Background: an optimization exercise with open tools, aiming at a short achievable clock period and few clock cycles. Do not read the settings as production practice. No functional check of the RTL was part of any run shown here. Power is estimated from default activity; no workload was simulated.

==> design.v <==
module TinyMIPS(
    input  wire        clk,
    input  wire        rst,
    input  wire [15:0] data_fromRAM,
    output wire        wrEn,
    output wire [7:0]  addr_toRAM,
    output wire [15:0] data_toRAM
);
    reg  [7:0]  pA;         
    reg  [7:0]  pAi;        
    reg         pWEi;
    reg         pWE;
    reg  [15:0] pDO;
    reg         pF;         
    reg         pH;         
    reg  [15:0] pSD;
    reg  [7:0]  pPC;        
    reg  [7:0]  pNX;        
    reg         pBP;        
    assign addr_toRAM = pA;
    assign wrEn       = pWE;
    assign data_toRAM = pDO;
    reg         rV, rBP;    
    reg         rF;         
    reg  [7:0]  rPC, rPC1, rNX;
    reg         LAbb;
    reg         dropP;      
    reg  [7:0]  LApc, LApc1;
    reg  [5:0]  LAimm;
    reg  [7:0]  fpc;        
    reg         hF;         
    reg         halted;
    reg         bv;         
    reg  [7:0]  bpc, btg;
    reg  [7:0]  cv;
    reg  [4:0]  ctag [0:7];
    reg  [15:0] cdat [0:7];
    localparam QW = 52;
    reg  [QW-1:0] Q [0:3];
    reg  [3:0]  qh, qt, qn;
    wire        q_ne  = qn[0];
    wire        q_ge2 = qn[1];
    wire        q_ge3 = qn[2];
    wire        q_full = qn[3];
    reg  [15:0] RF [0:7];
    reg         ev;
    reg         e_wr;       
    reg         e_long;     
    reg  [7:0]  e_av, e_lv;          
    reg         e_srl, e_ld, e_st, e_br, e_beq, e_halt;
    reg  [15:0] eX, eY;
    reg         fxa, fya;   
    reg         fxc, fyc;   
    reg         fxm, fym;   
    reg         fxu, fyu;   
    reg  [5:0]  e_imm;
    reg  [7:0]  e_pc, e_pc1, e_pc2;
    reg         e_ptk, e_rb;     
    reg  [7:0]  e_pn;            
    reg         e_bk;            
    reg  [7:0]  e_alt, e_alt1;   
    reg  [7:0]  e_aoh, e_a1oh;   
    reg         bV, b_tk, b_ptk, b_sane, b_bk;
    reg  [7:0]  b_alt;           
    reg  [7:0]  b_pc, b_tgt, b_pc1, b_tgt1, b_pc2;
    reg         b_h0, b_h1;      
    reg  [15:0] b_w0, b_w1;
    reg  [15:0] Rres;       
    reg  [15:0] LR;         
    reg  [7:0]  s1_av, s1_lv;        
    reg         s1_ld;
    reg  [7:0]  s2_lv;               
    reg         s2_ld;
    reg  [7:0]  s3_lv;               
    reg  [7:0]  rselv, dselv, lselv, bxv;
    reg  [15:0] MR0, MR1, MR2, MR3, MR4, MR5;    
    reg  [15:0] SR;                              
    reg  [15:0] M0, M1;                          
    wire [15:0] Xa = fxa ? Rres : eX;
    wire [15:0] Ya = fya ? Rres : eY;
    wire [15:0] Xc = fxc ? Rres : eX;
    wire [15:0] Yc = fyc ? Rres : eY;
    wire [15:0] Xm = fxm ? Rres : eX;
    wire [15:0] Ym = fym ? Rres : eY;
    wire [15:0] Xu = fxu ? Rres : eX;
    wire [15:0] Yu = fyu ? Rres : eY;
    wire [15:0] sum;
    add16m u_sum (.a(Xa), .b(Ya), .s(sum));
    wire        c_eq, c_lt;
    cmp16m u_cmp (.a(Xc), .b(Yc), .eq(c_eq), .lt(c_lt));
    wire        taken = e_beq ? c_eq : c_lt;
    wire        misB  = bV & (~b_sane | (b_tk != b_ptk));
    wire [7:0]  redir  = b_tk ? b_tgt  : b_pc1;
    wire [7:0]  redir1 = b_tk ? b_tgt1 : b_pc2;
    wire        e_ok     = ev & ~misB;
    wire        e_halt_v = e_ok & e_halt;
    wire        e_mem    = e_ok & (e_ld | e_st);
    wire        sq       = misB | e_halt_v;
    wire [7:0]  maddr    = Xm[7:0] + {2'b00, e_imm};
    wire [7:0]  e_tgt, e_tgt1;
    add8m u_et0 (.a(e_pc),  .b({{2{e_imm[5]}}, e_imm}), .s(e_tgt));
    add8m u_et1 (.a(e_pc1), .b({{2{e_imm[5]}}, e_imm}), .s(e_tgt1));
    reg  [15:0] ew0, ew1;
    reg         eh0r, eh1r;
    integer j;
    always @* begin
        ew0 = 16'd0; ew1 = 16'd0; eh0r = 1'b0; eh1r = 1'b0;
        for (j = 0; j < 8; j = j + 1) begin
            ew0  = ew0  | (cdat[j] & {16{e_aoh[j]}});
            ew1  = ew1  | (cdat[j] & {16{e_a1oh[j]}});
            eh0r = eh0r | (e_aoh[j]  & cv[j] & (ctag[j] == e_alt[7:3]));
            eh1r = eh1r | (e_a1oh[j] & cv[j] & (ctag[j] == e_alt1[7:3]));
        end
    end
    wire        eh0 = eh0r & ~(pWEi & (pAi == e_alt));
    wire        eh1 = eh1r & ~(pWEi & (pAi == e_alt1));
    wire [15:0] r0, r1, r2, r3, r4, r5, shres, m0n, m1n;
    mul_e  u_mul_e  (.x(Xu), .y(Yu), .srl(e_srl), .r0(r0), .r1(r1), .r2(r2), .r3(r3),
                     .r4(r4), .r5(r5), .sh(shres));
    mul_e2 u_mul_e2 (.r0(MR0), .r1(MR1), .r2(MR2), .r3(MR3), .r4(MR4), .r5(MR5), .sh(SR),
                     .s(m0n), .c(m1n));
    wire [15:0] mres;
    add16m u_mres (.a(M0), .b(M1), .s(mres));
    wire [15:0] lres = s2_ld ? data_fromRAM : mres;
    wire [15:0] ri = data_fromRAM;
    wire        r_ok = rV & ~LAbb;
    wire        r_bb = r_ok & (ri[15:12] >= 4'd8) & (ri[15:12] <= 4'd10) & ri[5] & ~rBP;
    wire        p_ok = pF & pH & ~LAbb;
    wire        p_bb = p_ok & (pSD[15:12] >= 4'd8) & (pSD[15:12] <= 4'd10) & pSD[5] & ~pBP;
    wire        wr_p = p_ok & ~r_bb;                     
    wire [17:0] r_pd, p_pd;
    predec u_pr (.w(ri),  .pd(r_pd));
    predec u_pp (.w(pSD), .pd(p_pd));
    wire [QW-1:0] a_r = {ri,  rPC, rNX, r_pd, r_bb, rBP};
    wire [QW-1:0] a_p = {pSD, pPC, pNX, p_pd, p_bb, pBP};
    wire [QW-1:0] q0;
    wire [15:0] rx, ry;
    wire        issue, x0, y0;
    wire [7:0]  e_wv = e_av | e_lv;
    dstage #(.QW(QW)) u_d (
        .q0e(Q[0]), .q1e(Q[1]), .q2e(Q[2]), .q3e(Q[3]), .qh(qh), .q_ne(q_ne), .halted(halted),
        .rf({RF[7], RF[6], RF[5], RF[4], RF[3], RF[2], RF[1], RF[0]}),
        .rres(Rres), .lr(LR), .din(lres),
        .rselv(rselv), .dselv(dselv), .lselv(lselv), .bxv(bxv),
        .ev(ev), .e_lv(e_lv), .e_wv(e_wv),
        .q0(q0), .rx(rx), .ry(ry), .issue(issue), .x0(x0), .y0(y0));
    wire [15:0] di   = q0[51:36];
    wire [7:0]  d_pc = q0[35:28];
    wire [7:0]  d_pn = q0[27:20];
    wire        d_rb = q0[1];
    wire        d_bp = q0[0];
    wire [3:0]  dop = di[15:12];
    wire [2:0]  da = di[11:9];
    wire        d_add  = (dop == 4'd0);
    wire        d_addi = (dop == 4'd1);
    wire        d_mul  = (dop == 4'd2);
    wire        d_srl  = (dop == 4'd3);
    wire        d_ld   = (dop == 4'd4);
    wire        d_st   = (dop == 4'd5);
    wire        d_cp   = (dop == 4'd6);
    wire        d_cpi  = (dop == 4'd7);
    wire        d_br   = (dop == 4'd8) | (dop == 4'd9) | (dop == 4'd10);
    wire        d_halt = (dop >= 4'd11);
    wire        needx = q0[3];
    wire        needy = q0[2];
    wire        d_wr  = d_add | d_addi | d_cp | d_cpi;
    wire        d_long = d_ld | d_mul | d_srl;
    wire        d_ptk = d_br & (d_rb | d_bp);
    wire [7:0]  d_pc1 = d_pc + 8'd1;
    wire [7:0]  d_pc2 = d_pc + 8'd2;
    wire [7:0]  d_tgt, d_tgt1;
    add8m u_dt0 (.a(d_pc),  .b({{2{di[5]}}, di[5:0]}), .s(d_tgt));
    add8m u_dt1 (.a(d_pc1), .b({{2{di[5]}}, di[5:0]}), .s(d_tgt1));
    wire [2:0]  d_t0 = d_pc[2:0]  + di[2:0];
    wire [2:0]  d_t1 = d_pc1[2:0] + di[2:0];
    wire [7:0]  n_w1 = e_ok ? e_wv : 8'd0;                   
    wire [7:0]  n_l1 = e_ok ? e_lv : 8'd0;                   
    wire [7:0]  n_l2 = s1_lv & ~(e_ok ? e_av : 8'd0);        
    wire        room  = ~(q_full | (q_ge3 & (rV | pF)) | (q_ge2 & rV & pF));
    wire [2:0]  fi    = fpc[2:0];
    wire        hitF  = hF & ~(pWEi & (pAi[2:0] == fi));
    wire        bhit  = bv & (bpc == fpc);
    wire [7:0]  fpc1  = fpc + 8'd1;
    wire [7:0]  fpred = bhit ? btg : fpc1;
    wire        hC = cv[fi] & (ctag[fi] == fpc[7:3]) & ~(rF & (rPC[2:0] == fi));
    wire        hA = cv[fpc1[2:0]] & (ctag[fpc1[2:0]] == fpc1[7:3]) & ~(rF & (rPC[2:0] == fpc1[2:0]));
    wire        hB = cv[btg[2:0]] & (ctag[btg[2:0]] == btg[7:3]) & ~(rF & (rPC[2:0] == btg[2:0]));
    wire [7:0]  LAtgt, la_tgt1;
    add8m u_lat  (.a(LApc),  .b({{2{LAimm[5]}}, LAimm}), .s(LAtgt));
    add8m u_lat1 (.a(LApc1), .b({{2{LAimm[5]}}, LAimm}), .s(la_tgt1));
    wire        bf2 = b_sane & b_h0 & b_h1;
    wire        bf1 = b_sane & b_h0 & ~b_h1;
    wire [7:0]  b_alt1 = b_alt + 8'd1;
    wire [7:0]  b_alt2 = b_alt + 8'd2;
    wire [7:0]  b_alt3 = b_alt + 8'd3;
    wire [7:0]  b_s  = bf2 ? b_alt2 : bf1 ? b_alt1 : redir;
    wire [7:0]  b_s1 = bf2 ? b_alt3 : bf1 ? b_alt2 : redir1;
    reg  [7:0]  nA, nNX, nfpc, nPC;
    reg         nF, nH, nBP, nhF;
    always @* begin
        nA = pAi; nNX = pNX; nfpc = fpc; nPC = pPC;
        nF = 1'b0; nH = 1'b0; nBP = 1'b0; nhF = hC & ~pWEi;
        if (misB) begin
            nA = b_s; nF = 1'b1; nPC = b_s; nNX = b_s1; nfpc = b_s1; nhF = 1'b0;
        end else if (e_halt_v | halted) begin
            nF = 1'b0;
        end else begin
            if (e_mem) nA = maddr;
            if (LAbb) begin
                nhF = 1'b0;
                if (room & ~e_mem) begin
                    nA = LAtgt; nF = 1'b1; nPC = LAtgt; nNX = la_tgt1; nfpc = la_tgt1;
                end else
                    nfpc = LAtgt;
            end else if (room & hitF) begin
                nF = 1'b1; nH = 1'b1; nPC = fpc; nNX = fpred; nfpc = fpred; nBP = bhit;
                nhF = (bhit ? hB : hA) & ~pWEi;
            end else if (room & ~e_mem) begin
                nA = fpc; nF = 1'b1; nPC = fpc; nNX = fpred; nfpc = fpred; nBP = bhit;
                nhF = (bhit ? hB : hA) & ~pWEi;
            end
        end
    end
    wire [17:0] b0_pd, b1_pd;
    predec u_pb0 (.w(b_w0), .pd(b0_pd));
    predec u_pb1 (.w(b_w1), .pd(b1_pd));
    wire [QW-1:0] a_b0 = {b_w0, b_alt,  b_alt1, b0_pd, 2'b00};
    wire [QW-1:0] a_b1 = {b_w1, b_alt1, b_alt2, b1_pd, 2'b00};
    wire        rsel = r_ok & ~misB;
    wire [QW-1:0] A0 = rsel ? a_r : (misB ? a_b0 : a_p);
    wire [QW-1:0] A1 = misB ? a_b1 : a_p;
    wire [1:0]  am  = misB ? {bf2, bf1} : e_halt_v ? 2'd0 :
                      {r_ok & p_ok, r_ok ^ p_ok};
    wire        drop = dropP & ~sq;                      
    wire [3:0]  nqh = sq ? qt : issue ? {qh[2:0], qh[3]} : qh;
    wire [3:0]  nqt = drop ? {qt[0], qt[3:1]} :
                      am[1] ? {qt[1:0], qt[3:2]} : am[0] ? {qt[2:0], qt[3]} : qt;
    wire [3:0]  qn1 = sq ? 4'd0 : issue ? {1'b0, qn[3:1]} : qn;
    wire [3:0]  nqn = drop ? {1'b0, qn1[3:1]} :
                      am[1] ? {qn1[1:0], 2'b11} : am[0] ? {qn1[2:0], 1'b1} : qn1;
    wire [3:0]  qt1 = {qt[2:0], qt[3]};
    always @(posedge clk) begin
        if (rst) begin
            pA  <= 8'd0;
            pWE <= 1'b0;
        end else begin
            pA  <= nA;
            pWE <= e_mem & e_st;
        end
        pDO <= Ym;
    end
    always @(posedge clk or posedge rst) begin
        if (rst) begin
            pAi  <= 8'd0;
            pWEi <= 1'b0;
        end else begin
            pAi  <= nA;
            pWEi <= e_mem & e_st;
        end
    end
    integer i, r;
    always @(posedge clk) begin
        if (rst) begin
            pF <= 1'b1; pH <= 1'b0; pPC <= 8'd0; pNX <= 8'd1; pBP <= 1'b0;
            rV <= 1'b0; rF <= 1'b0; LAbb <= 1'b0; dropP <= 1'b0;
            fpc <= 8'd1; hF <= 1'b0; halted <= 1'b0; bv <= 1'b0;
            cv <= 8'd0;
            qh <= 4'd1; qt <= 4'd1; qn <= 4'd0;
            ev <= 1'b0; bV <= 1'b0;
            s1_av <= 8'd0; s1_lv <= 8'd0; s2_lv <= 8'd0; s3_lv <= 8'd0;
            rselv <= 8'd0; dselv <= 8'd0; lselv <= 8'd0; bxv <= 8'd0;
        end else begin
            pF <= nF; pH <= nH; pPC <= nPC; pNX <= nNX; pBP <= nBP;
            fpc <= nfpc; hF <= nhF;
            qh <= nqh; qt <= nqt; qn <= nqn;
            rV <= pF & ~pH & ~sq & ~LAbb;
            rF <= pF & ~pH;
            LAbb <= (r_bb | (wr_p & p_bb)) & ~sq;
            dropP <= r_bb & p_ok & ~sq;
            if (rF) cv[rPC[2:0]] <= 1'b1;
            if (pWEi) cv[pAi[2:0]] <= 1'b0;
            ev <= issue & ~sq;
            bV <= e_ok & ~e_halt;
            if (e_halt_v) halted <= 1'b1;
            if (bV & b_tk & b_bk) bv <= 1'b1;
            s1_av <= e_ok ? e_av : 8'd0;
            s1_lv <= e_ok ? e_lv : 8'd0;
            s2_lv <= s1_lv & ~(e_ok ? e_av : 8'd0);
            s3_lv <= s2_lv;
            rselv <= n_w1;
            dselv <= ~n_w1 & n_l2;
            lselv <= ~n_w1 & ~n_l2 & s2_lv;
            bxv   <= n_l1;
        end
    end
    always @(posedge clk) begin
        pSD <= cdat[fi];
        rPC <= pPC;
        rPC1 <= pPC + 8'd1;
        rNX <= pNX;
        rBP <= pBP;
        if (rF) begin
            cdat[rPC[2:0]] <= data_fromRAM;
            ctag[rPC[2:0]] <= rPC[7:3];
        end
        if (r_bb) begin
            LApc <= rPC; LApc1 <= rPC1; LAimm <= ri[5:0];
        end else begin
            LApc <= pPC; LApc1 <= pPC + 8'd1; LAimm <= pSD[5:0];
        end
        if (bV & b_tk & b_bk) begin
            bpc <= b_pc; btg <= b_tgt;
        end
        for (i = 0; i < 4; i = i + 1) begin
            if ((misB | ~q_full) & qt[i])
                Q[i] <= A0;
            else if ((misB | ~q_ge3) & qt1[i])
                Q[i] <= A1;
        end
        e_wr   <= d_wr;
        e_long <= d_long;
        e_av   <= d_wr   ? (8'd1 << da) : 8'd0;
        e_lv   <= d_long ? (8'd1 << da) : 8'd0;
        e_srl  <= d_srl;
        e_ld   <= d_ld;
        e_st   <= d_st;
        e_br   <= d_br;
        e_beq  <= (dop == 4'd8);
        e_halt <= d_halt;
        eX     <= d_cpi ? {7'd0, di[8:0]} : rx;
        eY     <= d_addi ? {{10{di[5]}}, di[5:0]} : (d_cp | d_cpi) ? 16'd0 : ry;
        fxa    <= needx & x0 & d_wr;
        fya    <= needy & y0 & d_wr;
        fxc    <= needx & x0 & d_br;
        fyc    <= needy & y0 & d_br;
        fxm    <= needx & x0 & (d_ld | d_st);
        fym    <= needy & y0 & d_st;
        fxu    <= needx & x0 & (d_mul | d_srl);
        fyu    <= needy & y0 & (d_mul | d_srl);
        e_imm  <= di[5:0];
        e_bk   <= di[5];
        e_pc   <= d_pc;
        e_pc1  <= d_pc1;
        e_pc2  <= d_pc2;
        e_ptk  <= d_ptk;
        e_rb   <= d_rb;
        e_pn   <= d_pn;
        e_alt  <= d_ptk ? d_pc1 : d_tgt;
        e_alt1 <= d_ptk ? d_pc2 : d_tgt1;
        e_aoh  <= 8'd1 << (d_ptk ? d_pc1[2:0] : d_t0);
        e_a1oh <= 8'd1 << (d_ptk ? d_pc2[2:0] : d_t1);
        b_tk   <= e_br & taken;
        b_ptk  <= e_ptk;
        b_alt  <= e_alt;
        b_sane <= e_rb | (e_ptk ? (e_pn == e_tgt) : (e_pn == e_pc1));
        b_bk   <= e_br & e_bk;
        b_pc   <= e_pc;
        b_tgt  <= e_tgt;
        b_pc1  <= e_pc1;
        b_tgt1 <= e_tgt1;
        b_pc2  <= e_pc2;
        b_h0   <= eh0;
        b_h1   <= eh1;
        b_w0   <= ew0;
        b_w1   <= ew1;
        Rres <= sum;
        s1_ld <= e_ld;
        s2_ld <= s1_ld;
        MR0 <= r0; MR1 <= r1; MR2 <= r2; MR3 <= r3; MR4 <= r4; MR5 <= r5;
        SR  <= shres;
        M0  <= m0n; M1 <= m1n;
        LR <= lres;
        for (r = 0; r < 8; r = r + 1) begin
            if (s3_lv[r]) RF[r] <= LR;
            if (s1_av[r]) RF[r] <= Rres;
        end
    end
endmodule
module add16m(input wire [15:0] a, input wire [15:0] b, output wire [15:0] s);
    reg [15:0] g, p;
    integer i, k;
    always @* begin
        g = a & b;
        p = a ^ b;
        for (k = 1; k < 16; k = k * 2)
            for (i = 15; i >= k; i = i - 1) begin
                g[i] = g[i] | (p[i] & g[i-k]);
                p[i] = p[i] & p[i-k];
            end
    end
    assign s = (a ^ b) ^ {g[14:0], 1'b0};
endmodule
module cmp16m(input wire [15:0] a, input wire [15:0] b, output wire eq, output wire lt);
    reg [15:0] g, p;
    integer i, k;
    always @* begin
        g = ~a & b;
        p = ~(a ^ b);
        for (k = 1; k < 16; k = k * 2)
            for (i = 15; i >= k; i = i - 1) begin
                g[i] = g[i] | (p[i] & g[i-k]);
                p[i] = p[i] & p[i-k];
            end
    end
    assign lt = g[15];
    assign eq = (a == b);
endmodule
module mul_e(input wire [15:0] x, input wire [15:0] y, input wire srl,
             output wire [15:0] r0, output wire [15:0] r1, output wire [15:0] r2,
             output wire [15:0] r3, output wire [15:0] r4, output wire [15:0] r5,
             output wire [15:0] sh);
    wire [16:0] yb = {y, 1'b0};
    wire [15:0] pp [0:7];
    wire [15:0] pk;
    genvar g;
    generate
        for (g = 0; g < 8; g = g + 1) begin : booth
            wire one = ~srl & (yb[2*g+1] ^ yb[2*g]);
            wire two = ~srl & ((yb[2*g+2] & ~yb[2*g+1] & ~yb[2*g]) | (~yb[2*g+2] & yb[2*g+1] & yb[2*g]));
            wire neg = ~srl & yb[2*g+2];
            wire [15:0] m  = two ? {x[14:0], 1'b0} : one ? x : 16'd0;
            wire [15:0] mm = neg ? ~m : m;
            assign pp[g] = mm << (2*g);
            assign pk[2*g]   = neg;
            assign pk[2*g+1] = 1'b0;
        end
    endgenerate
    assign r0 = pp[0] ^ pp[1] ^ pp[2];
    assign r1 = ((pp[0] & pp[1]) | (pp[0] & pp[2]) | (pp[1] & pp[2])) << 1;
    assign r2 = pp[3] ^ pp[4] ^ pp[5];
    assign r3 = ((pp[3] & pp[4]) | (pp[3] & pp[5]) | (pp[4] & pp[5])) << 1;
    assign r4 = pp[6] ^ pp[7] ^ pk;
    assign r5 = ((pp[6] & pp[7]) | (pp[6] & pk) | (pp[7] & pk)) << 1;
    wire        zero = (|y[15:6]) | y[4];
    wire [15:0] shr = x >> y[3:0];
    wire [15:0] shl = x << y[3:0];
    assign sh = (srl & ~zero) ? (y[5] ? shl : shr) : 16'd0;
endmodule
module mul_e2(input wire [15:0] r0, input wire [15:0] r1, input wire [15:0] r2,
              input wire [15:0] r3, input wire [15:0] r4, input wire [15:0] r5,
              input wire [15:0] sh, output wire [15:0] s, output wire [15:0] c);
    wire [15:0] a0 = r0 ^ r1 ^ r2;
    wire [15:0] b0 = ((r0 & r1) | (r0 & r2) | (r1 & r2)) << 1;
    wire [15:0] a1 = r3 ^ r4 ^ r5;
    wire [15:0] b1 = ((r3 & r4) | (r3 & r5) | (r4 & r5)) << 1;
    wire [15:0] a2 = a0 ^ b0 ^ a1;
    wire [15:0] b2 = ((a0 & b0) | (a0 & a1) | (b0 & a1)) << 1;
    assign s = (a2 ^ b2 ^ b1) | sh;
    assign c = ((a2 & b2) | (a2 & b1) | (b2 & b1)) << 1;
endmodule
module add8m(input wire [7:0] a, input wire [7:0] b, output wire [7:0] s);
    reg [7:0] g, p;
    integer i, k;
    always @* begin
        g = a & b;
        p = a ^ b;
        for (k = 1; k < 8; k = k * 2)
            for (i = 7; i >= k; i = i - 1) begin
                g[i] = g[i] | (p[i] & g[i-k]);
                p[i] = p[i] & p[i-k];
            end
    end
    assign s = (a ^ b) ^ {g[6:0], 1'b0};
endmodule
module predec(input wire [15:0] w, output wire [17:0] pd);
    wire [3:0] op = w[15:12];
    wire [7:0] fa = 8'd1 << w[11:9];
    wire [7:0] fb = 8'd1 << w[8:6];
    wire [7:0] fc = 8'd1 << w[5:3];
    wire       ab = (op == 4'd8) | (op == 4'd9);
    wire       ya = (op == 4'd5) | (op == 4'd10);
    wire       br = ab | (op == 4'd10);
    wire [7:0] xoh = ab ? fa : fb;
    wire [7:0] yoh = ya ? fa : ab ? fb : fc;
    wire       nx = (op != 4'd7) & (op <= 4'd10);
    wire       ny = (op == 4'd0) | (op == 4'd2) | (op == 4'd3) | (op == 4'd5) | br;
    assign pd = {xoh, yoh, nx, ny};
endmodule
module dstage #(parameter QW = 52) (
    input  wire [QW-1:0] q0e, q1e, q2e, q3e,
    input  wire [3:0]    qh,
    input  wire          q_ne, halted,
    input  wire [127:0]  rf,
    input  wire [15:0]   rres, lr, din,
    input  wire [7:0]    rselv, dselv, lselv, bxv,
    input  wire          ev,
    input  wire [7:0]    e_lv, e_wv,
    output wire [QW-1:0] q0,
    output wire [15:0]   rx, ry,
    output wire          issue, x0, y0);
    assign q0 = ({QW{qh[0]}} & q0e) | ({QW{qh[1]}} & q1e) |
                ({QW{qh[2]}} & q2e) | ({QW{qh[3]}} & q3e);
    wire [7:0]  xs = q0[19:12];      
    wire [7:0]  ys = q0[11:4];
    wire        needx = q0[3];
    wire        needy = q0[2];
    wire [7:0]  w0   = ev ? e_wv : 8'd0;
    wire [7:0]  busy = ev ? (e_lv | (~e_wv & bxv)) : bxv;
    wire        xstall = needx & |(busy & xs);
    wire        ystall = needy & |(busy & ys);
    assign issue = q_ne & ~xstall & ~ystall & ~halted;
    assign x0 = |(xs & w0);
    assign y0 = |(ys & w0);
    reg  [15:0] rfx, rfy;
    integer r;
    always @* begin
        rfx = 16'd0; rfy = 16'd0;
        for (r = 0; r < 8; r = r + 1) begin
            rfx = rfx | (rf[16*r +: 16] & {16{xs[r]}});
            rfy = rfy | (rf[16*r +: 16] & {16{ys[r]}});
        end
    end
    wire        xr = |(xs & rselv);
    wire        yr = |(ys & rselv);
    wire        xd = |(xs & dselv);
    wire        yd = |(ys & dselv);
    wire        xl = |(xs & lselv);
    wire        yl = |(ys & lselv);
    wire [15:0] rx1 = xr ? rres : xl ? lr : rfx;
    wire [15:0] ry1 = yr ? rres : yl ? lr : rfy;
    assign rx = xd ? din : rx1;
    assign ry = yd ? din : ry1;
endmodule
==> flow/run.sh <==
#!/bin/bash
# Standard layout, with the timing repair aiming at a larger setup margin.
bash standard.sh SETUP_SLACK_MARGIN=5.2 > standard_flow.log 2>&1
==> standard.sh <==
#!/bin/bash
# synth_recipe.tcl (not shown) runs the flow's synth.tcl, then flattens the netlist and writes it again
# the make line also repeats each setting of config.mk as NAME=value (left out here)
make -C /OpenROAD-flow-scripts/flow DESIGN_CONFIG=/design/flow/config.mk WORK_HOME=/design/flow/orfs CLKGATE_MAP_FILE= SYNTH_SCRIPT=/design/flow/synth_recipe.tcl "${@:-finish}"
==> config.mk <==
export PLATFORM = sky130hd
export DESIGN_NAME = TinyMIPS
export DESIGN_NICKNAME = TinyMIPS
export VERILOG_FILES = /design/flow/design.v
export SDC_FILE = /design/flow/constraint.sdc
export NUM_CORES = 8
export LEC_CHECK = 0
export CAP_MARGIN = 20
export CORE_MARGIN = 2
export CORE_UTILIZATION = 58
export PLACE_DENSITY = 0.72
export SETUP_SLACK_MARGIN = 5
export SLEW_MARGIN = 20
export SYNTH_HIERARCHICAL = 1
==> constraint.sdc <==
create_clock -name core_clock -period 8.0 [get_ports {clk}]
set_input_delay 1.6000 -clock core_clock [delete_from_list [all_inputs] [get_ports {clk}]]
set_output_delay 1.6000 -clock core_clock [all_outputs]
set_load 0.01 [all_outputs]
==> qor.csv, run 1 <==
metric,value,unit
Post-Layout Cell Count,7463,
Tightest Hold Check Type,flop to flop,
setup TNS,0,ps
Worst-path clk slew,70,ps
Die Wd,333,um
crit-path cells,"buf_16, a22oi_2, nand2_1, buf_4, a22oi_1, nand4_1, a221oi_2, buf_4, buf_6, xor2_1, o2bb2ai_1, a31o_2, nor3b_2",
Post-Place Cells,7092,
Die Span Y,333,um
Final Routed Wirelength,213,mm
Synth area leader,edfxtp_1,
Lkg Pwr,26.4,nW
Logic pwr share,53.5,%
asr flop ratio synth,0.796,%
Root Buffer,clkbuf_16,
"Data required, critical path",8600,ps
critical path class,flop to flop,
Mean Syn Cell Area,10.3,um2
vias,51218,
# H-tree levels,3,
max-slew violation count,0,
TritonCTS clock tree,done,
CTS Hold Buffers Added,0,
initial antenna violation count,7,
achievable frequency,342,MHz
WP buf/inv,4,
Final Wtd Congestion,0.979,
register share of total power,30.4,%
PortBufs,42,
Post-synth top flop,dfxtp_1,
unrepaired setup endpoints after global routing,yes,
Worst setup EP type,flop,
Critical Path AT,3520,ps
Post-synth EDFFs,520,
largest net degree at the start of global routing,79,
met1 wire length,84.0,mm
top-count cell post-synth,dfxtp_1,
outcome,no timing/DRC/antenna violations,
cell count after synthesis,6076,
Nets,6177,
final hold violation count,0,
CTS buffer count,117,
synth cell count leaders,"602 x dfxtp_1, 567 x nand2_1, 520 x edfxtp_1, 478 x nor2_1, 408 x a22oi_1",
Total Routing Usage GR,36.6,%
sw power,16.1,mW
Top Layer Used,met5,
area of the core,107000,um2
r2r setup slk,5080,ps
number of global-route vias before repair,47788,
"CP delay by family, top",compound AO/OA/AOI/OAI gates,
mean routed wirelength per cell,28.5,um
Vias/cell,6.86,
Post-DRT Antenna Nets,0,
max cap viols,0,
worst-case clock skew,37.6,ps
DRC Markers,0,
"slowest stage delay, CP",390,ps
First-pass DRT Iterations,8,
Worst VDD drop,0.000279,V
DR WL met2,89.4,mm
min Tclk post-route,2920,ps
ranking of synthesized cells by area,"edfxtp_1 25%, dfxtp_1 19%, mux2_2 6.0%",
Crit-path slowest cell,dfxtp_4,
area added between synthesis and finish,11.7,%
Worst path most repeated cell,buf_4,
synthesized cell area,62900,um2
Int Pwr,19.3,mW
Die ar.,111000,um2
DP HPWL,135,mm
Rows,120,
global-route wire length before repair,307,mm
Final Cycle Share,36.5,%
Setup Viol. Count Final,0,
Synth warnings,16,
Max clock buf depth,3,
Skew-Pair Late Insertion Delay,750,ps
max_slew headroom,12.5,%
startpoint types,flop,
grt ovf,0,
Final Util,65.5,%
worst-margin pin slew,1280,ps
initial cell density of the core,58.6,%
Worst Path Max Fanout,21,
Synth top area share,24.8,%
sw frac,45.4,%
Initial DRC Count,7886,
Unique masters post-synth,112,
Yosys reg bits,1131,
Clock power frac,16.2,%
metal3 WL,29.9,mm
I/O pin count,43,
share of layout cells above drive strength 1,20.0,%
"Seq/Total Area, Yosys",44.4,%
CTS sink count,1131,
power density over cell area,504,nW/um2
-- sequential cells by signal, summed over array words and instances (netlist names), 40 cells and up, named ones only --
name and cells:
ctag 40, cdat 128, RF 128, Q 208
-- Yosys stat by module (local to each module, per instance), a selection --
| module | times used | flops+latches | area [um2] |
|---|---|---|---|
| TinyMIPS | 1 | 1131 | 45900 |
| add16m | 2 | 0 | 694 |
| add8m | 6 | 0 | 324 |
| cmp16m | 1 | 0 | 392 |
| mul_e | 1 | 0 | 5480 |
| mul_e2 | 1 | 0 | 1410 |
| predec | 4 | 0 | 556 |
-- power by group through the flow --
stage | sequential (mW) | combinational, mW | clock [mW]
floorplan | 9.24 | 12.7 | 0
global placement | 10.6 | 16.5 | 0
detailed placement | 10.7 | 16.7 | 0
CTS | 10.6 | 17.5 | 5.73
global route | 10.9 | 20.2 | 5.95
finish | 10.8 | 18.9 | 5.72
-- worst paths after layout --
path                                  to  cells past startpoint     start
worst max-delay path               qn[3]                     13     qh[2]
worst min-delay path            b_pc2[4]                      0  e_pc2[4]
worst max register to register     qn[3]                     13     qh[2]
worst min register to register  b_pc2[4]                      0  e_pc2[4]
max in group asynchronous         pAi[2]                      4       rst
min in group asynchronous           pWEi                      4       rst
-- final cells by class --
type                    count  area, um2
repair buffers            248       2600
multi-input cells        4335      33300
diodes                      1       2.50
clock inverters            58        638
repair inverters            1       7.51
fillers                  8257      37000
flip-flops and latches   1131      28000
inverters                 121        484
well taps                1403       1760
clock buffers             165       3410
-- stage by stage --
| step | hold slack [ps] | worst slack (ps) | cell area (um2) | total power [mW] |
|---|---|---|---|---|
| after detailed placement | 312 | 3650 | 63400 | 27.4 |
| after CTS | 328 | 5150 | 68800 | 33.8 |
| final | 327 | 5080 | 70200 | 35.4 |
| after global routing | 331 | 5030 | 70200 | 37.0 |
| after global placement | 311 | 3710 | 63400 | 27.1 |
| after floorplan | 310 | 4740 | 63300 | 22.0 |
-- placed cells by master, fill, tap and decap left out, types with 37 or more instances in the layout --
| master | synthesis | layout |
|---|---|---|
| nand4_1 | 110 | 110 |
| conb_1 | 2 | 40 |
| nand3b_1 | 43 | 43 |
| buf_4 | 79 | 132 |
| nand3_1 | 117 | 115 |
| mux2i_1 | 276 | 253 |
| ha_1 | 119 | 109 |
| nor2b_1 | 46 | 45 |
| xnor2_1 | 155 | 151 |
| o21ai_0 | 246 | 237 |
| nor3b_1 | 40 | 38 |
| a31oi_1 | 65 | 39 |
| edfxtp_1 | 520 | 520 |
| fa_1 | 85 | 79 |
| a22oi_1 | 408 | 387 |
| mux4_2 | 84 | 84 |
| mux2_2 | 334 | 315 |
| xor2_1 | 130 | 129 |
| nand2b_1 | 44 | 42 |
| inv_1 | 113 | 108 |
| nand2_1 | 567 | 534 |
| clkbuf_16 | 0 | 131 |
| a21oi_1 | 315 | 308 |
| nor2_1 | 478 | 464 |
| nor3_1 | 54 | 50 |
| o211ai_1 | 49 | 49 |
| dfxtp_1 | 602 | 555 |
| a211oi_1 | 43 | 37 |
-- layer usage --
| metal | GRT usage (%) | vias up |
|---|---|---|
| met5 | 0 | - |
| met4 | 15.7 | 8 |
| met3 | 9.50 | 582 |
| met2 | 52.5 | 3697 |
| met1 | 52.3 | 24891 |
| li1 | - | 22040 |
-- timing repair --
item,CTS,global route
pin swaps,23,45
setup endpoints to repair,713,461
buffers inserted,68,57
gates cloned,12,10
resized for setup,342,209
-- cells by family (layout without fill, tap and decap cells) --
family                   after synthesis  in the layout  share of synthesized area (%)
buffers and inverters                657            593                           4.92
flip-flops                          1131           1131                           44.4
other                                  2             41                         0.0119
AO/OA/AOI/OAI                       1407           1410                           15.1
XOR/XNOR                             289            289                           4.10
adder cells (fa/ha/maj)              219            219                           5.32
AND/OR/NAND/NOR                     1671           1673                           12.6
multiplexers                         700            704                           13.6
==> run 2, diff against run 1 <==
==> flow/run.sh (replaced) <==
#!/bin/bash
# Standard layout, with the timing repair aiming at a larger setup margin.
bash standard.sh SETUP_SLACK_MARGIN=5.25 > standard_flow.log 2>&1
--- a/config.mk
+++ b/config.mk
@@ -7,8 +7,8 @@
 export LEC_CHECK = 0
 export CAP_MARGIN = 20
 export CORE_MARGIN = 2
-export CORE_UTILIZATION = 58
-export PLACE_DENSITY = 0.72
+export CORE_UTILIZATION = 50
+export PLACE_DENSITY = 0.65
 export SETUP_SLACK_MARGIN = 5
 export SLEW_MARGIN = 20
 export SYNTH_HIERARCHICAL = 1
==> run 2 against run 1 <==
  * Via count rose by 0.63%
  * Synthesized cell count did not move
  * Critical endpoint is now qn[2]
  * Final cell count rose by 4.7%
  * Largest cell class unchanged
  * Sequential cell count did not move
  * Sequential share of layout area fell by 1.2 points
  * Highest routed layer unchanged
  * Clock skew fell by 3.4 ps
  * Total power rose by 3.1%
  * Die area rose by 16%
  * Still clean on timing, DRC and antenna
  * Critical path depth rose by 2
==> qor.csv, run 2 <==
metric,value,unit,change
First-pass DRT Iterations,7,,was 8
DRC Markers,0,,unchanged
grt ovf,0,,unchanged
Die Span Y,359,um,was 333 um
Initial DRC Count,7174,,"was 7,886"
most frequent cells in the layout,"552 x dfxtp_1, 529 x nand2_1, 520 x edfxtp_1",,"was 555 x dfxtp_1, 534 x nand2_1, 520 x edfxtp_1"
Final Routed Wirelength,225,mm,was 213 mm
Final Cycle Share,37.2,%,was 36.5%
ranking of synthesized cells by area,"edfxtp_1 25%, dfxtp_1 19%, mux2_2 6.0%",,unchanged
worst-case clock skew,34.2,ps,was 37.6 ps
Mean Syn Cell Area,10.3,um2,unchanged
area of the core,125000,um2,"was 107,000 um2"
cell area after placement,63800,um2,"was 63,400 um2"
Total Routing Usage GR,33.1,%,was 36.6%
outcome,no timing/DRC/antenna violations,,unchanged
Post-synth EDFFs,520,,unchanged
# H-tree levels,3,,unchanged
Post-DRT Antenna Nets,0,,unchanged
Rows,130,,was 120
critical path class,flop to flop,,unchanged
final hold violation count,0,,unchanged
Unique masters post-synth,112,,unchanged
asr flop ratio synth,0.796,%,unchanged
Worst-path clk slew,70,ps,about the same
min Tclk post-route,2970,ps,was 2920 ps
Yosys reg bits,1131,,unchanged
power density over cell area,504,nW/um2,about the same
achievable frequency,336,MHz,was 342 MHz
Worst Path Max Fanout,21,,unchanged
Worst VDD drop,0.000282,V,was 0.000279 V
setup TNS,0,ps,unchanged
Die ar.,129000,um2,"was 111,000 um2"
Critical Path AT,3580,ps,was 3520 ps
Lkg Pwr,27.2,nW,was 26.4 nW
Post-synth top flop,dfxtp_1,,unchanged
synthesized cell area,62900,um2,unchanged
PortBufs,42,,unchanged
Nets,6280,,"was 6,177"
"Data required, critical path",8610,ps,was 8600 ps
"Most flops, register",Q,,unchanged
CTS buffer count,119,,was 117
number of global-route vias before repair,47826,,about the same
top-count cell post-synth,dfxtp_1,,unchanged
synth cell count leaders,"602 x dfxtp_1, 567 x nand2_1, 520 x edfxtp_1, 478 x nor2_1, 408 x a22oi_1",,unchanged
CTS sink count,1131,,unchanged
Vias/cell,6.59,,was 6.86
unrepaired setup endpoints after global routing,yes,,unchanged
startpoint types,flop,,unchanged
max cap viols,0,,unchanged
Synth area leader,edfxtp_1,,unchanged
area added between synthesis and finish,15.3,%,was 11.7%
initial cell density of the core,50.2,%,was 58.6%
cell count after synthesis,6076,,unchanged
TritonCTS clock tree,done,,unchanged
largest net degree at the start of global routing,77,,was 79
share of layout cells above drive strength 1,22.3,%,was 20.0%
"Seq/Total Area, Yosys",44.4,%,unchanged
Tightest Hold Check Type,flop to flop,,unchanged
DP HPWL,137,mm,was 135 mm
Final Wtd Congestion,0.968,,was 0.979
Max clock buf depth,3,,unchanged
Skew-Pair Late Insertion Delay,760,ps,was 750 ps
initial antenna violation count,7,,unchanged
Worst setup EP type,flop,,unchanged
global-route wire length before repair,317,mm,was 307 mm
max_slew headroom,13.4,%,was 12.5%
Setup Viol. Count Final,0,,unchanged
vias,51540,,was 51.2k
Die Wd,359,um,was 333 um
worst-margin pin slew,1300,ps,was 1280 ps
max-slew violation count,0,,unchanged
max reg flops,208,,unchanged
"commonest non-fill, non-tap cell in the layout",dfxtp_1,,unchanged
mean routed wirelength per cell,28.8,um,was 28.5 um
design area,72500,um2,"was 70,200 um2"
I/O pin count,43,,unchanged
Synth top area share,24.8,%,unchanged
Synth warnings,16,,unchanged
Root Buffer,clkbuf_16,,unchanged
-- run 2: cell counts after synthesis --
Identical to the previous run, type by type.
-- run 2: power breakdown --
| part | internal [mW] | switching (mW) | total, mW | leakage (nW) |
|---|---|---|---|---|
| combinational | 8.29 | 11.6 | 19.9 | 15.1 |
| sequential | 8.35 | 2.45 | 10.8 | 10.1 |
| clock | 3.41 | 2.44 | 5.85 | 2.03 |
| total | 20.1 | 16.5 | 36.5 | 27.2 |
-- run 2: final timing paths --
| kind | startpoint | endpoint | slack [ps] | cells after the start |
|---|---|---|---|---|
| min reg2reg | e_pc2[1] | b_pc2[1] | 330 | 0 |
| max reg2reg | qh[2] | qn[2] | 5030 | 15 |
| max | qh[2] | qn[2] | 5030 | 15 |
| min in group asynchronous | rst | pWEi | 1470 | 4 |
| max in group asynchronous | rst | pAi[6] | 6200 | 4 |
| min | e_pc2[1] | b_pc2[1] | 330 | 0 |
-- run 2: modules after synthesis, one instance, submodules excluded, excerpt --
module | cells inside | flip-flops and latches | cell area [um2]
TinyMIPS | 3772 | 1131 | 45900
add16m | 91 | 0 | 694
add8m | 42 | 0 | 324
cmp16m | 57 | 0 | 392
mul_e | 834 | 0 | 5480
mul_e2 | 94 | 0 | 1410
predec | 73 | 0 | 556
-- run 2: final cells by class --
class                           instances  area, um2
Timing Repair Buffer                  343       3890
Fill cell                           10413      52800
Multi-Input combinational cell       4341      33900
Clock inverter                         59        698
Antenna cell                            3       7.51
Inverter                              121        505
Sequential cell                      1131      28000
Timing Repair inverter                  1       5.00
Tap cell                             1650       2060
Clock buffer                          167       3460
-- run 2: repair_timing --
action,CTS,global route
buffers inserted,79,113
setup endpoints to repair,664,466
cloned,20,22
gates resized for setup,410,280
pin swaps,32,68
hold buffers,0,0
-- run 2: routing by layer --
metal	wire, um	part of all wire, %	GRT usage [%]	vias up
met3	28300	13	7.29	607
met4	9900	4.4	13.1	4
met5	21	0.0093	0	-
met2	96300	43	48.9	3484
met1	90800	40	47.3	25168
li1	-	-	-	22277
-- run 2: kinds of logic after synthesis --
family	synth area share, %
DFF	44.4
adders and majority gates	5.32
muxes	13.6
xor gates and xnor gates	4.10
and+or+nand+nor	12.6
other	0.0119
AOI/OAI and AO/OA	15.1
buffers and inverters	4.92
-- run 2: metrics by stage --
stage	instances	hold WS, ps	setup WS (ps)	total power, mW	util, %
2_1_floorplan	6114	310	4740	22.0	-
3_3_place_gp	7353	310	3570	27.3	51.0
3_5_place_dp	7353	313	3550	27.6	51.0
4_1_cts	7678	327	5060	34.4	55.9
5_1_grt	7814	335	4970	38.2	57.9
6_report	7816	326	5030	36.5	57.9
-- run 2: worst max-delay path, cell delays in order, from the launching register on --
cell	delay (ps)
dfxtp_4	400
buf_6	150
buf_16	140
a22oi_2	140
nand2_1	90
buf_8	190
a22oi_2	180
nand4_1	250
a221oi_2	360
buf_6	210
nand2b_1	170
nand2_2	80
nand3_1	100
o21ai_1	80
o21ai_1	160
a221oi_2	70
==> run 3, diff against run 2 <==
--- a/design.v
+++ b/design.v
@@ -35,7 +35,7 @@
     reg  [7:0]  cv;
     reg  [4:0]  ctag [0:7];
     reg  [15:0] cdat [0:7];
-    localparam QW = 52;
+    localparam QW = 60;
     reg  [QW-1:0] Q [0:3];
     reg  [3:0]  qh, qt, qn;
     wire        q_ne  = qn[0];
@@ -131,8 +131,8 @@
     wire [17:0] r_pd, p_pd;
     predec u_pr (.w(ri),  .pd(r_pd));
     predec u_pp (.w(pSD), .pd(p_pd));
-    wire [QW-1:0] a_r = {ri,  rPC, rNX, r_pd, r_bb, rBP};
-    wire [QW-1:0] a_p = {pSD, pPC, pNX, p_pd, p_bb, pBP};
+    wire [QW-1:0] a_r = {rPC1,       ri,  rPC, rNX, r_pd, r_bb, rBP};
+    wire [QW-1:0] a_p = {pPC + 8'd1, pSD, pPC, pNX, p_pd, p_bb, pBP};
     wire [QW-1:0] q0;
     wire [15:0] rx, ry;
     wire        issue, x0, y0;
@@ -140,7 +140,7 @@
     dstage #(.QW(QW)) u_d (
         .q0e(Q[0]), .q1e(Q[1]), .q2e(Q[2]), .q3e(Q[3]), .qh(qh), .q_ne(q_ne), .halted(halted),
         .rf({RF[7], RF[6], RF[5], RF[4], RF[3], RF[2], RF[1], RF[0]}),
-        .rres(Rres), .lr(LR), .din(lres),
+        .rres(Rres), .lr(LR), .din(data_fromRAM),
         .rselv(rselv), .dselv(dselv), .lselv(lselv), .bxv(bxv),
         .ev(ev), .e_lv(e_lv), .e_wv(e_wv),
         .q0(q0), .rx(rx), .ry(ry), .issue(issue), .x0(x0), .y0(y0));
@@ -166,8 +166,8 @@
     wire        d_wr  = d_add | d_addi | d_cp | d_cpi;
     wire        d_long = d_ld | d_mul | d_srl;
     wire        d_ptk = d_br & (d_rb | d_bp);
-    wire [7:0]  d_pc1 = d_pc + 8'd1;
-    wire [7:0]  d_pc2 = d_pc + 8'd2;
+    wire [7:0]  d_pc1 = q0[59:52];
+    wire [7:0]  d_pc2 = d_pc1 + 8'd1;
     wire [7:0]  d_tgt, d_tgt1;
     add8m u_dt0 (.a(d_pc),  .b({{2{di[5]}}, di[5:0]}), .s(d_tgt));
     add8m u_dt1 (.a(d_pc1), .b({{2{di[5]}}, di[5:0]}), .s(d_tgt1));
@@ -224,8 +224,8 @@
     wire [17:0] b0_pd, b1_pd;
     predec u_pb0 (.w(b_w0), .pd(b0_pd));
     predec u_pb1 (.w(b_w1), .pd(b1_pd));
-    wire [QW-1:0] a_b0 = {b_w0, b_alt,  b_alt1, b0_pd, 2'b00};
-    wire [QW-1:0] a_b1 = {b_w1, b_alt1, b_alt2, b1_pd, 2'b00};
+    wire [QW-1:0] a_b0 = {b_alt1, b_w0, b_alt,  b_alt1, b0_pd, 2'b00};
+    wire [QW-1:0] a_b1 = {b_alt2, b_w1, b_alt1, b_alt2, b1_pd, 2'b00};
     wire        rsel = r_ok & ~misB;
     wire [QW-1:0] A0 = rsel ? a_r : (misB ? a_b0 : a_p);
     wire [QW-1:0] A1 = misB ? a_b1 : a_p;
@@ -288,9 +288,9 @@
             s2_lv <= s1_lv & ~(e_ok ? e_av : 8'd0);
             s3_lv <= s2_lv;
             rselv <= n_w1;
-            dselv <= ~n_w1 & n_l2;
+            dselv <= ~n_w1 & (s1_ld ? n_l2 : 8'd0);
             lselv <= ~n_w1 & ~n_l2 & s2_lv;
-            bxv   <= n_l1;
+            bxv   <= n_l1 | (~n_w1 & (s1_ld ? 8'd0 : n_l2));
         end
     end
     always @(posedge clk) begin
==> flow/run.sh (replaced) <==
#!/bin/bash
# Standard layout, with the timing repair aiming at a larger setup margin.
bash standard.sh SETUP_SLACK_MARGIN=5.35 > standard_flow.log 2>&1
==> run 3 against run 2 <==
  * Register-to-register slack better by 20 ps
  * Global-route usage is 1.8 points higher
  * Combinational power is 18% higher
  * Worst setup slack better by 20 ps
  * Critical path depth is 2 lower
  * Sequential cell count is 42 higher
  * Synthesized cell count is 3.8% higher
  * Fmax is 0.66% higher
  * First-iteration DRC count is 20% higher
  * Sequential power is 6% higher
  * Sequential share of layout area is 0.53 points lower
  * Final cell count is 4.8% higher
  * Critical endpoint unchanged
  * Highest routed layer unchanged
==> qor.csv, run 3 <==
metric,value,unit,change
Yosys reg bits,1173,,"was 1,131"
Tightest Hold Check Type,flop to flop,,unchanged
Skew-Pair Late Insertion Delay,810,ps,was 760 ps
Crit-path slowest cell,a221oi_2,,was dfxtp_4
cell area after placement,65800,um2,"was 63,800 um2"
"CP delay by family, top",compound AO/OA/AOI/OAI gates,,unchanged
"Data required, critical path",8650,ps,was 8610 ps
Vias/cell,6.63,,was 6.59
Setup Viol. Count Final,0,,unchanged
initial cell density of the core,50.3,%,was 50.2%
final hold violation count,0,,unchanged
design area,76600,um2,"was 72,500 um2"
Final Routed Wirelength,242,mm,was 225 mm
First-pass DRT Iterations,10,,was 7
Critical Path AT,3600,ps,was 3580 ps
gr busiest metal,met2,,unchanged
"Seq/Total Area, Yosys",44.8,%,was 44.4%
Synth warnings,16,,unchanged
I/O pin count,43,,unchanged
setup TNS,0,ps,unchanged
Final Util,59.3,%,was 57.9%
DRC Markers,0,,unchanged
most frequent cells in the layout,"573 x nand2_1, 553 x dfxtp_1, 552 x edfxtp_1",,"was 552 x dfxtp_1, 529 x nand2_1, 520 x edfxtp_1"
Max clock buf depth,3,,unchanged
Die ar.,133000,um2,"was 129,000 um2"
asr flop ratio synth,0.767,%,was 0.796%
area added between synthesis and finish,18.0,%,was 15.3%
Worst VDD drop,0.000368,V,was 0.000282 V
Post-synth EDFFs,552,,was 520
Die Span Y,364,um,was 359 um
worst slack at placement,3320,ps,was 3550 ps
global-route wire length before repair,342,mm,was 317 mm
Worst Path Max Fanout,8,,was 21
Worst-path clk slew,60,ps,was 70 ps
Post-Place Cells,7648,,"was 7,353"
Synth top area share,25.5,%,was 24.8%
mean routed wirelength per cell,29.6,um,was 28.8 um
max_slew headroom,16.0,%,was 13.4%
# H-tree levels,4,,was 3
power density over cell area,540,nW/um2,was 504 nW/um2
"commonest non-fill, non-tap cell in the layout",nand2_1,,was dfxtp_1
Total Routing Usage GR,34.9,%,was 33.1%
top-count cell post-synth,nand2_1,,was dfxtp_1
global-route met2 utilization,50.0,%,was 48.9%
number of global-route vias before repair,50346,,was 47.8k
WP buf/inv,3,,was 4
ranking of synthesized cells by area,"edfxtp_1 26%, dfxtp_1 19%, mux2_2 5.4%",,"was edfxtp_1 25%, dfxtp_1 19%, mux2_2 6.0%"
grt ovf,0,,unchanged
crit-path cells,"buf_12, buf_16, a22oi_2, nand2_8, a22oi_2, nand4_1, a221oi_2, buf_6, mux2_4, nand2_2, o31ai_4, a221oi_2, a211oi_1",,"was buf_6, buf_16, a22oi_2, nand2_1, buf_8, a22oi_2, nand4_1, a221oi_2, buf_6, nand2b_1, nand2_2, nand3_1, o21ai_1, o21ai_1, a221oi_2"
Final Cycle Share,36.9,%,was 37.2%
PortBufs,42,,unchanged
min Tclk post-route,2950,ps,was 2970 ps
max reg flops,240,,was 208
Unique masters post-synth,121,,was 112
"Most flops, register",Q,,unchanged
Post-Layout Cell Count,8193,,"was 7,816"
final setup margin,5050,ps,was 5030 ps
final hold slack,326,ps,about the same
vias,54346,,was 51.5k
DP HPWL,142,mm,was 137 mm
Rows,132,,was 130
synthesized cell area,64900,um2,"was 62,900 um2"
share of layout cells above drive strength 1,23.7,%,was 22.3%
Post-DRT Antenna Nets,0,,unchanged
"slowest stage delay, CP",370,ps,was 400 ps
Post-synth top flop,dfxtp_1,,unchanged
Die Wd,364,um,was 359 um
max-slew violation count,0,,unchanged
startpoint types,flop,,unchanged
area of the core,129000,um2,"was 125,000 um2"
M3 GR Usage,9.86,%,was 7.29%
worst-margin pin slew,1260,ps,was 1300 ps
fillers,10500,,was 10.4k
Worst setup EP type,flop,,unchanged
Mean Syn Cell Area,10.3,um2,about the same
worst-case clock skew,30.6,ps,was 34.2 ps
cell count after synthesis,6308,,"was 6,076"
Final Wtd Congestion,0.965,,was 0.968
TritonCTS clock tree,done,,unchanged
CTS sink count,1173,,"was 1,131"
Lkg Pwr,28.7,nW,was 27.2 nW
outcome,no timing/DRC/antenna violations,,unchanged
CTS buffer count,132,,was 119
Design Power,41.3,mW,was 36.5 mW
unrepaired setup endpoints after global routing,yes,,unchanged
Nets,6557,,"was 6,280"
Initial DRC Count,8624,,"was 7,174"
max cap viols,0,,unchanged
initial antenna violation count,7,,unchanged
Root Buffer,clkbuf_16,,unchanged
critical path class,flop to flop,,unchanged
largest net degree at the start of global routing,84,,was 77
synth cell count leaders,"626 x nand2_1, 612 x dfxtp_1, 552 x edfxtp_1, 532 x nor2_1, 426 x a22oi_1",,"was 602 x dfxtp_1, 567 x nand2_1, 520 x edfxtp_1, 478 x nor2_1, 408 x a22oi_1"
achievable frequency,339,MHz,was 336 MHz
Synth area leader,edfxtp_1,,unchanged
met1 Usage GRT,48.4,%,was 47.3%
## run 3: cell count changes after synthesis, sizes merged, moves of 20 or more
cell    before  now
edfxtp     520  552
nand2      568  627
o21ai      254  275
nor2       479  533
mux2       338  318
a21oi      316  353
## run 3: area by class of cell
type	instances	area, um2	share of cell area, %
clock inverters	56	712	0.929
diodes	4	10.0	0.0131
repair inverters	2	10.0	0.0131
multi-input cells	4521	35600	46.4
well taps	1742	2180	2.85
repair buffers	374	4550	5.94
flip-flops and latches	1173	29200	38.1
clock buffers	188	3820	4.98
inverters	133	569	0.743
## run 3: worst paths after layout
check	endpoint	from	cells after the start	slack, ps
worst max-delay path	qn[2]	qh[3]	13	5050
worst min-delay path	b_pc2[7]	e_pc2[7]	0	330
worst max register to register	qn[2]	qh[3]	13	5050
worst min register to register	b_pc2[7]	e_pc2[7]	0	330
max in group asynchronous	pWEi	rst	3	6310
min in group asynchronous	pAi[6]	rst	3	1350
## run 3: worst register-to-register path, stage by stage (launching register included)
cell	delay (ps)
dfxtp_4	350
buf_12	150
buf_16	170
a22oi_2	300
nand2_8	120
a22oi_2	180
nand4_1	170
a221oi_2	370
buf_6	210
mux2_4	340
nand2_2	90
o31ai_4	70
a221oi_2	240
a211oi_1	70
## run 3: power breakdown
group          total [mW]  internal (mW)  switching (mW)
clock network        6.36           3.69            2.67
registers            11.5           8.98            2.57
logic                23.4           9.68            13.7
## run 3: modules after synthesis (local to each module, per instance), a selection
module    cell area (um2)  flops+latches  cells inside  copies in the design
TinyMIPS            47800           1173          3980                     1
mul_e                5480              0           834                     1
mul_e2               1410              0            94                     1
add16m                694              0            91                     2
predec                556              0            73                     4
cmp16m                392              0            57                     1
add8m                 324              0            42                     6
## run 3: logic make-up (layout without fill, tap and decap cells)
kind of cell / count (synthesis) / count (layout) / synth area share, %
flip-flops: 1173 / 1173 / 44.8
buffers and inverters: 681 / 753 / 5.01
XOR/XNOR: 282 / 282 / 3.93
other: 2 / 44 / 0.0116
adder cells (fa/ha/maj): 217 / 217 / 5.11
AND/OR/NAND/NOR: 1779 / 1795 / 12.9
multiplexers: 680 / 691 / 12.8
AO/OA/AOI/OAI: 1494 / 1496 / 15.5
## run 3: what timing repair did
action,4_1_cts,5_1_grt
gates resized for setup,585,285
gates cloned,52,15
hold buffers,0,0
setup endpoints to repair,805,500
pin swaps,90,94
setup buffers,163,67
## run 3: layer usage
layer	vias up	share of wire, %
met5	-	0.015
met2	3919	42
met1	26452	39
li1	23228	-
met4	6	5.8
met3	741	14
==> run 4, diff against run 3 <==
==> flow/run.sh (replaced) <==
#!/bin/bash
# Standard layout, with the timing repair aiming at a larger setup margin.
bash standard.sh SETUP_SLACK_MARGIN=5.25 > standard_flow.log 2>&1
==> run 4 against run 3 <==
  * Non-clock buffer count decreased by 22
  * Count of clock-buffer cells in the layout decreased by 5
  * Die area unchanged
  * Clock power down 0.6%
  * Utilization fell by 0.48 points
  * Cell area shrank 0.82%
  * Global-route usage down 0.12 points
  * Worst setup slack improved by 23 ps
  * Wire length is 0.73% higher
  * Worst hold slack got worse by 4.2 ps
  * Final cell count down 0.44%
  * First-iteration DRC count rose by 6.4%
  * Critical path type is now flop to output pin
==> qor.csv, run 4 <==
metric,value,unit,change
outcome,no timing/DRC/antenna violations,,unchanged
max cap viols,0,,unchanged
Post-synth EDFFs,552,,unchanged
Mean Syn Cell Area,10.3,um2,unchanged
initial antenna violation count,21,,was 7
most frequent cells in the layout,"572 x nand2_1, 552 x edfxtp_1, 549 x dfxtp_1",,"was 573 x nand2_1, 553 x dfxtp_1, 552 x edfxtp_1"
WP buf/inv,1,,was 3
Worst setup EP type,output pin,,was flop
largest net degree at the start of global routing,91,,was 84
Max clock buf depth,3,,unchanged
Root Buffer,clkbuf_16,,unchanged
final hold slack,322,ps,was 326 ps
grt ovf,0,,unchanged
Worst VDD drop,0.000325,V,was 0.000368 V
Worst-path clk slew,70,ps,was 60 ps
Total Routing Usage GR,34.8,%,was 34.9%
startpoint types,flop,,unchanged
cell count after synthesis,6308,,unchanged
initial cell density of the core,50.3,%,unchanged
Die Wd,364,um,unchanged
max_slew headroom,15.5,%,was 16.0%
CTS sink count,1173,,unchanged
Die ar.,133000,um2,unchanged
Rows,132,,unchanged
Die Span Y,364,um,unchanged
I/O pin count,43,,unchanged
area added between synthesis and finish,17.1,%,was 18.0%
FF+latch area,29200,um2,about the same
area of the core,129000,um2,unchanged
r2r setup slk,5110,ps,was 5050 ps
global-route wire length before repair,341,mm,was 342 mm
R2R cell count,13,,unchanged
Nets,6521,,"was 6,557"
share of layout cells above drive strength 1,22.7,%,was 23.7%
"Most flops, register",Q,,unchanged
TritonCTS clock tree,done,,unchanged
R2R Path End,qn[1],,was qn[2]
ranking of synthesized cells by area,"edfxtp_1 26%, dfxtp_1 19%, mux2_2 5.4%",,unchanged
"slowest stage delay, CP",410,ps,was 370 ps
First-pass DRT Iterations,9,,was 10
Initial DRC Count,9175,,"was 8,624"
achievable frequency,341,MHz,was 339 MHz
Final Wtd Congestion,1.02,,was 0.965
max-slew violation count,0,,unchanged
mean routed wirelength per cell,29.9,um,was 29.6 um
Critical Path AT,1330,ps,was 3600 ps
Skew-Pair Late Insertion Delay,800,ps,was 810 ps
Setup Viol. Count Final,0,,unchanged
Worst Path Max Fanout,1,,was 8
RR Startpoint,qh[0],,was qh[3]
Yosys reg bits,1173,,unchanged
worst-case clock skew,34.7,ps,was 30.6 ps
final setup margin,5070,ps,was 5050 ps
Vias/cell,6.67,,was 6.63
CTS buffer count,132,,unchanged
"CP delay by family, top",flip-flops,,was compound AO/OA/AOI/OAI gates
area taken by multi-input logic gates,35000,um2,"was 35,600 um2"
critical path class,flop to output pin,,was flop to flop
Hold EP,b_pc2[7],,unchanged
worst slack at placement,3770,ps,was 3320 ps
max reg flops,240,,unchanged
Synth warnings,16,,unchanged
final hold violation count,0,,unchanged
DRC Markers,0,,unchanged
min Tclk post-route,2930,ps,was 2950 ps
Post-DRT Antenna Nets,0,,unchanged
Post-synth top flop,dfxtp_1,,unchanged
worst-margin pin slew,1270,ps,was 1260 ps
Lkg Pwr,28.5,nW,was 28.7 nW
# H-tree levels,4,,unchanged
synthesized cell area,64900,um2,unchanged
"commonest non-fill, non-tap cell in the layout",nand2_1,,unchanged
Synth top area share,25.5,%,unchanged
DP HPWL,146,mm,was 142 mm
fillers,10502,,about the same
Synth area leader,edfxtp_1,,unchanged
power density over cell area,535,nW/um2,was 540 nW/um2
synth cell count leaders,"626 x nand2_1, 612 x dfxtp_1, 552 x edfxtp_1, 532 x nor2_1, 426 x a22oi_1",,unchanged
Unique masters post-synth,121,,unchanged
Tightest Hold Check Type,flop to flop,,unchanged
setup TNS,0,ps,unchanged
Final Cycle Share,36.6,%,was 36.9%
"Seq/Total Area, Yosys",44.8,%,unchanged
Worst Hold Path Cells,0,,unchanged
CTS Hold Buffers Added,0,,unchanged
vias,54405,,was 54.3k
PortBufs,42,,unchanged
Crit-path slowest cell,dfxtp_4,,was a221oi_2
Final Routed Wirelength,244,mm,was 242 mm
"Data required, critical path",6400,ps,was 8650 ps
crit-path cells,buf_6,,"was buf_12, buf_16, a22oi_2, nand2_8, a22oi_2, nand4_1, a221oi_2, buf_6, mux2_4, nand2_2, o31ai_4, a221oi_2, a211oi_1"
worst hold start,e_pc2[7],,unchanged
top-count cell post-synth,nand2_1,,unchanged
asr flop ratio synth,0.767,%,unchanged
unrepaired setup endpoints after global routing,yes,,unchanged
number of global-route vias before repair,49789,,was 50.3k
run 4: cell counts after synthesis:
No cell type changed its count.
run 4: cell type report:
| cell class | count | share of cell area [%] |
|---|---|---|
| multi-input cells | 4508 | 46.0 |
| flip-flops and latches | 1173 | 38.4 |
| repair buffers | 352 | 5.99 |
| clock buffers | 183 | 5.03 |
| well taps | 1742 | 2.87 |
| clock inverters | 58 | 0.902 |
| inverters | 133 | 0.736 |
| diodes | 7 | 0.0231 |
| repair inverters | 1 | 0.00659 |
run 4: cells by family (layout without fill, tap and decap cells):
group | Yosys count | in the layout | synth area share [%]
AO/OA/AOI/OAI | 1494 | 1495 | 15.5
adder cells (fa/ha/maj) | 217 | 217 | 5.11
multiplexers | 680 | 687 | 12.8
XOR/XNOR | 282 | 282 | 3.93
other | 2 | 47 | 0.0116
AND/OR/NAND/NOR | 1779 | 1787 | 12.9
buffers and inverters | 681 | 727 | 5.01
flip-flops | 1173 | 1173 | 44.8
run 4: modules after synthesis, one instance, submodules excluded, a selection:
module    area [um2]  flip-flops and latches  cells
predec           556                       0     73
cmp16m           392                       0     57
add8m            324                       0     42
mul_e2          1410                       0     94
add16m           694                       0     91
mul_e           5480                       0    834
TinyMIPS       47800                    1173   3980
run 4: where the power goes:
part	switching [mW]	internal, mW	leakage, nW	total (mW)
logic	13.3	9.43	15.9	22.7
registers	2.62	8.98	10.5	11.6
clock network	2.66	3.65	2.19	6.32
run 4: what timing repair did:
item | in CTS | in global routing
buffers inserted | 111 | 77
cloned | 37 | 23
setup endpoints to repair | 812 | 599
pin swaps | 42 | 66
resized for setup | 529 | 296
endpoints found under the hold margin | 0 | 0
run 4: metal layers:
metal / track usage, % / wire, um / vias up
li1: - / - / 23145
met1: 48.7 / 95100 / 26524
met2: 50.0 / 102000 / 3969
met3: 10.1 / 34400 / 753
met4: 15.3 / 12500 / 14
met5: 0 / 90 / -
run 4: how the worst max path moves through the flow:
stage                     to  cells past startpoint        startpoint
2_1_floorplan        Q[1][7]                      9  data_fromRAM[14]
3_3_place_gp         LApc[6]                      5   data_fromRAM[5]
3_5_place_dp         Q[2][7]                      9  data_fromRAM[15]
4_1_cts        data_toRAM[9]                      1            pDO[9]
5_1_grt                qn[1]                     13             qh[0]
6_report       data_toRAM[9]                      1            pDO[9]
run 4: metrics by stage:
step | utilization, % | power [mW] | std cells | area, um2
finish | 58.8 | 40.6 | 8157 | 76000
floorplan | - | 24.1 | 6346 | 65200
global placement | 50.9 | 29.4 | 7661 | 65800
detailed placement | 50.9 | 29.6 | 7661 | 65800
global route | 58.8 | 42.3 | 8151 | 76000
CTS | 57.1 | 38.5 | 8050 | 73700
==> run 5, diff against run 4 <==
==> flow/run.sh (replaced) <==
#!/bin/bash
# Standard layout, with the timing repair aiming at a larger setup margin.
bash standard.sh SETUP_SLACK_MARGIN=5.15 > standard_flow.log 2>&1
==> run 5 against run 4 <==
  * Count of clock-buffer cells in the layout shrank 11
  * Clock power is 7.9% lower
  * Final cell count decreased by 1.0%
  * Cell area shrank 3.1%
  * Worst setup slack improved by 1.1 ps
  * Global-route usage shrank 0.81 points
  * Fmax about the same
  * Critical path type is now flop to flop
  * Largest power group unchanged
==> qor.csv, run 5 <==
metric,value,unit,change
asr flop ratio synth,0.767,%,unchanged
Post-DRT Antenna Nets,0,,unchanged
Initial DRC Count,7950,,"was 9,175"
synthesized cell area,64900,um2,unchanged
RR Startpoint,fpc[2],,was qh[0]
Rows,132,,unchanged
Hold EP,b_pc2[2],,was b_pc2[7]
r2r setup slk,5070,ps,was 5110 ps
"Data required, critical path",8640,ps,was 6400 ps
gr busiest metal,met1,,was met2
Int Pwr,20.9,mW,was 22.1 mW
"Seq/Total Area, Yosys",44.8,%,unchanged
First-pass DRT Iterations,8,,was 9
Setup Viol. Count Final,0,,unchanged
Logic pwr share,55.3,%,was 55.9%
DP HPWL,147,mm,was 146 mm
worst slack at placement,3720,ps,was 3770 ps
Lkg Pwr,27.7,nW,was 28.5 nW
power density over cell area,525,nW/um2,was 535 nW/um2
largest net degree at the start of global routing,108,,was 91
TritonCTS clock tree,done,,unchanged
synth cell count leaders,"626 x nand2_1, 612 x dfxtp_1, 552 x edfxtp_1, 532 x nor2_1, 426 x a22oi_1",,unchanged
Worst-path clk slew,60,ps,was 70 ps
sw power,17.7,mW,was 18.6 mW
top-count cell post-synth,nand2_1,,unchanged
global-route wire length before repair,335,mm,was 341 mm
Die Wd,364,um,unchanged
max cap viols,0,,unchanged
# H-tree levels,3,,was 4
area of the core,129000,um2,unchanged
R2R cell count,9,,was 13
M3 GR Usage,8.78,%,was 10.1%
DRC Markers,0,,unchanged
Critical Path AT,3570,ps,was 1330 ps
initial cell density of the core,50.3,%,unchanged
register share of total power,29.7,%,was 28.6%
Final Routed Wirelength,235,mm,was 244 mm
Die Span Y,364,um,unchanged
Yosys reg bits,1173,,unchanged
worst-case clock skew,68.1,ps,was 34.7 ps
startpoint types,flop,,unchanged
Synth area leader,edfxtp_1,,unchanged
CTS buffer count,121,,was 132
final setup margin,5070,ps,about the same
critical path class,flop to flop,,was flop to output pin
Max clock buf depth,3,,unchanged
initial antenna violation count,10,,was 21
most frequent cells in the layout,"588 x nand2_1, 565 x dfxtp_1, 552 x edfxtp_1",,"was 572 x nand2_1, 552 x edfxtp_1, 549 x dfxtp_1"
outcome,no timing/DRC/antenna violations,,unchanged
[run 5: per-layer routing]
metal / wire [um] / vias up / share of wire (%)
met2: 97300 / 3517 / 41
met3: 30800 / 552 / 13
li1: - / 22944 / -
met1: 95400 / 25744 / 41
met4: 11600 / 4 / 4.9
met5: 26 / - / 0.011
[run 5: repair_timing]
| item | 4_1_cts | 5_1_grt |
|---|---|---|
| buffers inserted | 74 | 55 |
| hold endpoints to repair | 0 | 0 |
| pin swaps | 27 | 42 |
| endpoints found under the setup margin | 738 | 304 |
| gates cloned | 24 | 18 |
| resized for setup | 376 | 193 |
| hold buffers | 0 | 0 |
[run 5: layout make-up]
type	count	area, um2
diodes	5	12.5
repair inverters	1	5.00
clock inverters	58	616
clock buffers	172	3450
flip-flops and latches	1173	29200
fillers	10879	55500
repair buffers	291	3650
well taps	1742	2180
multi-input cells	4499	34000
inverters	133	537
[run 5: power groups by stage]
stage	sequential (mW)	clock, mW	combinational (mW)
global route	11.6	6.07	22.9
floorplan	9.93	0	14.2
detailed placement	11.4	0	18.5
CTS	11.3	5.84	20.1
global placement	11.4	0	18.3
finish	11.5	5.82	21.4
[run 5: cell families after synthesis]
logic type / Yosys count / synth area share (%)
xor gates and xnor gates: 282 / 3.93
muxes: 680 / 12.8
and+or+nand+nor: 1779 / 12.9
adders and majority gates: 217 / 5.11
other: 2 / 0.0116
buffers and inverters: 681 / 5.01
DFF: 1173 / 44.8
AOI/OAI and AO/OA: 1494 / 15.5
[run 5: worst max-delay path by stage]
stage	from	endpoint	cells past startpoint
2_1_floorplan	data_fromRAM[14]	Q[1][7]	9
3_3_place_gp	data_fromRAM[5]	LApc1[1]	5
3_5_place_dp	data_fromRAM[8]	Q[3][11]	8
4_1_cts	qh[2]	e_a1oh[2]	14
5_1_grt	qh[3]	e_alt1[6]	12
6_report	fpc[2]	pNX[4]	9
[run 5: modules after synthesis, one instance, submodules excluded, a selection]
module    cells  area [um2]  flip-flops and latches
mul_e2       94        1410                       0
predec       73         556                       0
mul_e       834        5480                       0
add8m        42         324                       0
add16m       91         694                       0
cmp16m       57         392                       0
TinyMIPS   3980       47800                    1173
[run 5: worst max-delay path: stages, from the launching register on]
cell and delay [ps]:
dfxtp_1 350, clkbuf_8 350, xnor2_1 190, nand4_1 170, nor3_2 140, buf_4 290
mux2i_1 460, o21ai_0 240, a21oi_1 430, o32ai_1 160
[run 5: stage by stage]
stage / utilization [%] / power [mW] / hold WS [ps] / cells / instance area [um2]
final: 57.0 / 38.7 / 329 / 8074 / 73600
after floorplan: - / 24.1 / 310 / 6346 / 65200
after global routing: 57.0 / 40.5 / 331 / 8070 / 73600
after detailed placement: 51.0 / 30.0 / 316 / 7668 / 65800
after global placement: 51.0 / 29.7 / 320 / 7668 / 65800
after CTS: 55.8 / 37.2 / 329 / 7996 / 72000

Setup slack of run 5, layout unchanged: 5.071 ns with ideal ports, 5.071 ns with driving cells assumed (clock clkbuf_16, inputs buf_2), 4.403 ns with port delays also shifted by the 0.821 ns mid clock arrival.
